Source: an optimization exercise on an open RTL-to-GDS flow (aim: small area, a short achievable clock period and few clock cycles per item). Production flows keep margins and buffers that such runs may drop. RTL that was checked went through simulation tests only; none was proved equivalent to the original. No activity file was given, so power comes from the tool's default toggle rates.

// COMP_Control
module COMP_Control(
    input clock,
    input rst,
    input start_trigger,
    input reset_act,
    input reset_data,
    input signed [15:0] K0,
    input signed [15:0] K1,
    input signed [15:0] K2,
    input signed [17:0] setPoint,
    input signed [17:0] data,
    output reg busy,
    output wire signed [15:0] COMP_output
    );
    reg [18:0] e0, e1;
    reg [47:0] S, C;
    reg [15:0] Kr;
    reg sB, sC;    
    wire load = start_trigger & ~busy & ~reset_act & ~rst;
    wire clr_all = rst | (reset_act & reset_data);
    wire [18:0] diff = {setPoint[17], setPoint} - {data[17], data};
    wire go = start_trigger & ~reset_act;
    wire [15:0] Km;
    KMUX umA (.busy(busy), .go(go), .kr(Kr), .k2(K2), .y(Km));
    wire [15:0] KmB;    
    KMUX umB (.busy(busy), .go(go), .kr(Kr), .k2(K2), .y(KmB));
    wire d0_one = e1[0] ^ 1'b0;
    wire d0_two = (e1[1] & ~e1[0] & ~1'b0) | (~e1[1] & e1[0] & 1'b0);
    wire d0_neg = (e1[1] & ~(e1[0] & 1'b0)) ^ sB;
    wire d0_pp0 = ((d0_one & Km[0])) ^ d0_neg;
    wire d0_pp1 = ((d0_one & Km[1]) | (d0_two & Km[0])) ^ d0_neg;
    wire d0_pp2 = ((d0_one & Km[2]) | (d0_two & Km[1])) ^ d0_neg;
    wire d0_pp3 = ((d0_one & Km[3]) | (d0_two & Km[2])) ^ d0_neg;
    wire d0_pp4 = ((d0_one & Km[4]) | (d0_two & Km[3])) ^ d0_neg;
    wire d0_pp5 = ((d0_one & Km[5]) | (d0_two & Km[4])) ^ d0_neg;
    wire d0_pp6 = ((d0_one & Km[6]) | (d0_two & Km[5])) ^ d0_neg;
    wire d0_pp7 = ((d0_one & Km[7]) | (d0_two & Km[6])) ^ d0_neg;
    wire d0_pp8 = ((d0_one & Km[8]) | (d0_two & Km[7])) ^ d0_neg;
    wire d0_pp9 = ((d0_one & Km[9]) | (d0_two & Km[8])) ^ d0_neg;
    wire d0_pp10 = ((d0_one & Km[10]) | (d0_two & Km[9])) ^ d0_neg;
    wire d0_pp11 = ((d0_one & Km[11]) | (d0_two & Km[10])) ^ d0_neg;
    wire d0_pp12 = ((d0_one & Km[12]) | (d0_two & Km[11])) ^ d0_neg;
    wire d0_pp13 = ((d0_one & Km[13]) | (d0_two & Km[12])) ^ d0_neg;
    wire d0_pp14 = ((d0_one & Km[14]) | (d0_two & Km[13])) ^ d0_neg;
    wire d0_pp15 = ((d0_one & Km[15]) | (d0_two & Km[14])) ^ d0_neg;
    wire d0_pp16 = ((d0_two & Km[15])) ^ d0_neg;
    wire d1_one = e1[2] ^ e1[1];
    wire d1_two = (e1[3] & ~e1[2] & ~e1[1]) | (~e1[3] & e1[2] & e1[1]);
  ...
Size: roughly 1600 cells after synthesis, about 150 flip-flops, ~110 I/O pins, about 0.016 mm2 of cells after synthesis.
export LEC_CHECK = 0
export CAP_MARGIN = 20
export CORE_MARGIN = 2
export CORE_UTILIZATION = 40
export CTS_BUF_LIST = sky130_fd_sc_hd__clkbuf_8
export SLEW_MARGIN = 20
export SYNTH_HIERARCHICAL = 1
export SYNTH_MINIMUM_KEEP_SIZE = 0
create_clock -name core_clock -period 12.0 [get_ports {clock}]
standard.sh (not shown) runs the stock make flow with config.mk's settings and CLKGATE_MAP_FILE= SYNTH_SCRIPT=/design/flow/synth_recipe.tcl, a recipe that flattens the netlist after the stock synthesis.
==> flow/flow/run.sh <==
#!/bin/bash
# The standard layout (standard.sh: the standard flow's synthesis, floorplan, placement,
# CTS, routing) at the design's clock period and constraints, with two
# changes to how hard the resizer works:
#  - repair_timing aims for a setup slack of SETUP_MARGIN ns instead of 0,
#    so the critical paths get sized and buffered although the 12 ns clock
#    would already be met;
#  - the port buffers are buf_2 cells rather than the resizer's pick.
set -euo pipefail
cd "$(dirname "$0")/.."
SETUP_MARGIN=$(cat flow/setup_margin.txt)
bash standard.sh "SETUP_SLACK_MARGIN=$SETUP_MARGIN" \
  "BUFFER_PORTS_ARGS=-buffer_cell sky130_fd_sc_hd__buf_2" finish > standard_make.log 2>&1
==> flow/flow/setup_margin.txt <==
6.0
Edit:
--- a/flow/design.v
+++ b/flow/design.v
@@ -12,25 +12,25 @@
     output reg busy,
     output wire signed [15:0] COMP_output
     );
     reg [18:0] e0, e1;
     reg [47:0] S, C;
     reg [15:0] Kr;
     reg sB, sC;    
     wire load = start_trigger & ~busy & ~reset_act & ~rst;
     wire clr_all = rst | (reset_act & reset_data);
     wire [18:0] diff = {setPoint[17], setPoint} - {data[17], data};
-    wire go = start_trigger & ~reset_act;
     wire [15:0] Km;
-    KMUX umA (.busy(busy), .go(go), .kr(Kr), .k2(K2), .y(Km));
+    KMUX umA (.busy(busy), .kr(Kr), .k2(K2), .y(Km));
+    wire acc_en = load | busy;
     wire [15:0] KmB;    
-    KMUX umB (.busy(busy), .go(go), .kr(Kr), .k2(K2), .y(KmB));
+    KMUX umB (.busy(busy), .kr(Kr), .k2(K2), .y(KmB));
     wire d0_one = e1[0] ^ 1'b0;
     wire d0_two = (e1[1] & ~e1[0] & ~1'b0) | (~e1[1] & e1[0] & 1'b0);
     wire d0_neg = (e1[1] & ~(e1[0] & 1'b0)) ^ sB;
     wire d0_pp0 = ((d0_one & Km[0])) ^ d0_neg;
     wire d0_pp1 = ((d0_one & Km[1]) | (d0_two & Km[0])) ^ d0_neg;
     wire d0_pp2 = ((d0_one & Km[2]) | (d0_two & Km[1])) ^ d0_neg;
     wire d0_pp3 = ((d0_one & Km[3]) | (d0_two & Km[2])) ^ d0_neg;
     wire d0_pp4 = ((d0_one & Km[4]) | (d0_two & Km[3])) ^ d0_neg;
     wire d0_pp5 = ((d0_one & Km[5]) | (d0_two & Km[4])) ^ d0_neg;
     wire d0_pp6 = ((d0_one & Km[6]) | (d0_two & Km[5])) ^ d0_neg;
@@ -1070,22 +1070,24 @@
             busy <= load | sB;
             sB <= load;
             sC <= sB;
         end
         if (clr_all) begin
             S <= 48'd0;
             C <= 48'd0;
             e0 <= 19'd0;
             e1 <= 19'd0;
         end else begin
-            S <= S_n;
-            C <= C_n;
+            if (acc_en) begin
+                S <= S_n;
+                C <= C_n;
+            end
             if (reset_act) begin
                 e0 <= 19'd0;
             end else if (load) begin
                 e0 <= diff;
                 e1 <= e0;
             end else if (busy) begin
                 e0 <= e1;
                 e1 <= e0;
             end
         end
@@ -1098,22 +1100,22 @@
 module FAX(input a, input b, input c, output s, output co);
     XOR3 ux (.a(a), .b(b), .c(c), .y(s));
     MAJ3 um (.a(a), .b(b), .c(c), .y(co));
 endmodule
 module XOR3(input a, input b, input c, output y);
     assign y = a ^ b ^ c;
 endmodule
 module MAJ3(input a, input b, input c, output y);
     assign y = (a & b) | (a & c) | (b & c);
 endmodule
-module KMUX(input busy, input go, input [15:0] kr, input [15:0] k2, output [15:0] y);
-    assign y = busy ? kr : (k2 & {16{go}});
+module KMUX(input busy, input [15:0] kr, input [15:0] k2, output [15:0] y);
+    assign y = busy ? kr : k2;
 endmodule
 module AOI21(input a, input b, input c, output y);    
     assign y = ~(a | (b & c));
 endmodule
 module OAI21(input a, input b, input c, output y);    
     assign y = ~(a & (b | c));
 endmodule
 module NAND2(input a, input b, output y);
     assign y = ~(a & b);
 endmodule
The changed run completed with no timing, DRC or antenna violations.
Power goes down by 14%.
Area after synthesis goes up by 4.4%.
Final cell count goes up by 8.4%.
Routed wire length goes up by 7.4%.
Sequential share of layout area goes down by 0.56 points.
Clock power barely changes.
Combinational power goes down by 18%.
Testbench counts after the change, summed over its fixed seeds: cycles 72,000, items 24,000.
For the first run of this note, only the layout was checked, not whether the RTL still works.

========
COMP_Control, a different RTL version from the one above (not shown whole).
For scale: roughly 1900 cells after synthesis, roughly 140 flip-flops, ~110 I/O pins, about 16000 sq um of cells after synthesis.
Settings: LEC_CHECK=0, CAP_MARGIN=20, CORE_MARGIN=2, CORE_UTILIZATION=40, CTS_BUF_LIST=sky130_fd_sc_hd__clkbuf_8, SLEW_MARGIN=20, SYNTH_HIERARCHICAL=1, SYNTH_MINIMUM_KEEP_SIZE=0; clock period 12.0 ns.
==> flow/flow/run.sh <==
#!/bin/bash
# The standard layout (standard.sh: the standard flow's synthesis, floorplan, placement,
# CTS, routing) at the design's clock period and constraints, with two
# changes to how hard the resizer works:
#  - repair_timing aims for a setup slack of SETUP_MARGIN ns instead of 0,
#    so the critical paths get sized and buffered although the 12 ns clock
#    would already be met;
#  - the port buffers are buf_1 cells rather than the resizer's pick.
set -euo pipefail
cd "$(dirname "$0")/.."
SETUP_MARGIN=$(cat flow/setup_margin.txt)
bash standard.sh "SETUP_SLACK_MARGIN=$SETUP_MARGIN" \
  "BUFFER_PORTS_ARGS=-buffer_cell sky130_fd_sc_hd__buf_1" finish > standard_make.log 2>&1
Scripts as last shown in full above: flow/flow/setup_margin.txt
Next try:
--- a/flow/design.v
+++ b/flow/design.v
@@ -9,25 +9,26 @@
     input signed [15:0] K2,
     input signed [17:0] setPoint,
     input signed [17:0] data,
     output reg busy,
     output wire signed [15:0] COMP_output
     );
     reg [18:0] e0, e1;
     reg [47:0] S, C;
+    reg [15:0] Kr;
     reg sB, sC;    
     wire load = start_trigger & ~busy & ~reset_act & ~rst;
     wire clr_all = rst | (reset_act & reset_data);
     wire [18:0] diff;    
     wire [15:0] Km;
-    KMUX umA (.sA(~busy), .sB(sB), .sC(sC), .k2(K2), .k1(K1), .k0(K0), .y(Km));
+    KMUX umA (.busy(busy), .kr(Kr), .k2(K2), .y(Km));
     wire acc_en = load | busy;
     wire [15:0] KmB;    
-    KMUX umB (.sA(~busy), .sB(sB), .sC(sC), .k2(K2), .k1(K1), .k0(K0), .y(KmB));
+    KMUX umB (.busy(busy), .kr(Kr), .k2(K2), .y(KmB));
     wire sb_1; AOI21 usb_1 (.a((setPoint[1] & ~data[1])), .b((setPoint[1] | ~data[1])), .c((setPoint[0] | ~data[0])), .y(sb_1));
     wire sb_2; NAND2 usb_2 (.a((setPoint[1] | ~data[1])), .b((setPoint[0] | ~data[0])), .y(sb_2));
     wire sb_3; AOI21 usb_3 (.a((setPoint[3] & ~data[3])), .b((setPoint[3] | ~data[3])), .c((setPoint[2] & ~data[2])), .y(sb_3));
     wire sb_4; NAND2 usb_4 (.a((setPoint[3] | ~data[3])), .b((setPoint[2] | ~data[2])), .y(sb_4));
     wire sb_5; AOI21 usb_5 (.a((setPoint[5] & ~data[5])), .b((setPoint[5] | ~data[5])), .c((setPoint[4] & ~data[4])), .y(sb_5));
     wire sb_6; NAND2 usb_6 (.a((setPoint[5] | ~data[5])), .b((setPoint[4] | ~data[4])), .y(sb_6));
     wire sb_7; AOI21 usb_7 (.a((setPoint[7] & ~data[7])), .b((setPoint[7] | ~data[7])), .c((setPoint[6] & ~data[6])), .y(sb_7));
     wire sb_8; NAND2 usb_8 (.a((setPoint[7] | ~data[7])), .b((setPoint[6] | ~data[6])), .y(sb_8));
@@ -1134,16 +1135,17 @@
     assign C_n[44] = f246_s;
     assign S_n[45] = f246_c;
     assign C_n[45] = f247_s;
     assign S_n[46] = f247_c;
     assign C_n[46] = f248_s;
     assign S_n[47] = f248_c;
     assign C_n[47] = f249_s;
     always @(posedge clock) begin
+        Kr <= sB ? K0 : K1;
         if (rst) begin
             busy <= 1'b0;
             sB <= 1'b0;
             sC <= 1'b0;
         end else begin
             busy <= load | sB;
             sB <= load;
             sC <= sB;
@@ -1179,18 +1181,18 @@
     MAJ3 um (.a(a), .b(b), .c(c), .y(co));
 endmodule
 module XOR3(input a, input b, input c, output y);
     assign y = a ^ b ^ c;
 endmodule
 module MAJ3(input a, input b, input c, output y);
     assign y = (a & b) | (a & c) | (b & c);
 endmodule
-module KMUX(input sA, input sB, input sC, input [15:0] k2, input [15:0] k1, input [15:0] k0, output [15:0] y);
-    assign y = (k2 & {16{sA}}) | (k1 & {16{sB}}) | (k0 & {16{sC}});
+module KMUX(input busy, input [15:0] kr, input [15:0] k2, output [15:0] y);
+    assign y = busy ? kr : k2;
 endmodule
 module AOI21(input a, input b, input c, output y);    
     assign y = ~(a | (b & c));
 endmodule
 module OAI21(input a, input b, input c, output y);    
     assign y = ~(a & (b | c));
 endmodule
 module NAND2(input a, input b, output y);
Die area came out higher by a few percent.
Synthesized area came out higher by a few percent.
Wire length came out lower slightly.
Power came out higher by a few percent.
Worst setup slack gets better by 0.28 ns.
Final cell count came out lower slightly.
Clock skew hardly moves.
Global-route usage came out lower by 1.1 points.
Via count came out lower slightly.
No run of this note included a check of the RTL's function; only the layout flow was run.

[port drivers added, routing unchanged]
The results above use ideal ports. As a check the final layouts listed here were re-extracted and re-timed, cells and wires unchanged.
Step 1: set_driving_cell puts a clkbuf_16 on clock and a buf_2 on each other input, an assumption about the parent block.
Step 2 also shifts input and output timing later by t, the mid clock arrival at the registers, as if the neighbouring blocks saw the same clock.
Slacks: no drivers / after step 1 / after step 2; pairs: no drivers / after step 1.
run	t (ns)	setup slack, ns	slew at the worst register clock pin (ns)	worst slew at a driven data input, ns
the first run of note 1	0.536	6.083 / 6.096 / 5.560	0.10 / 0.10	0.05
the second run of note 1	0.546	6.497 / 6.452 / 5.999	0.11 / 0.11	0.05
the first run of note 2	0.527	6.097 / 6.129 / 5.602	0.08 / 0.08	0.06
the second run of note 2	0.543	6.381 / 6.333 / 5.935	0.10 / 0.10	0.03
After both steps setup and hold are still met in every run listed. The setup slack of the first run of note 1, which loses most, moves by +0.013 ns with the drivers and by -0.523 ns with both steps.
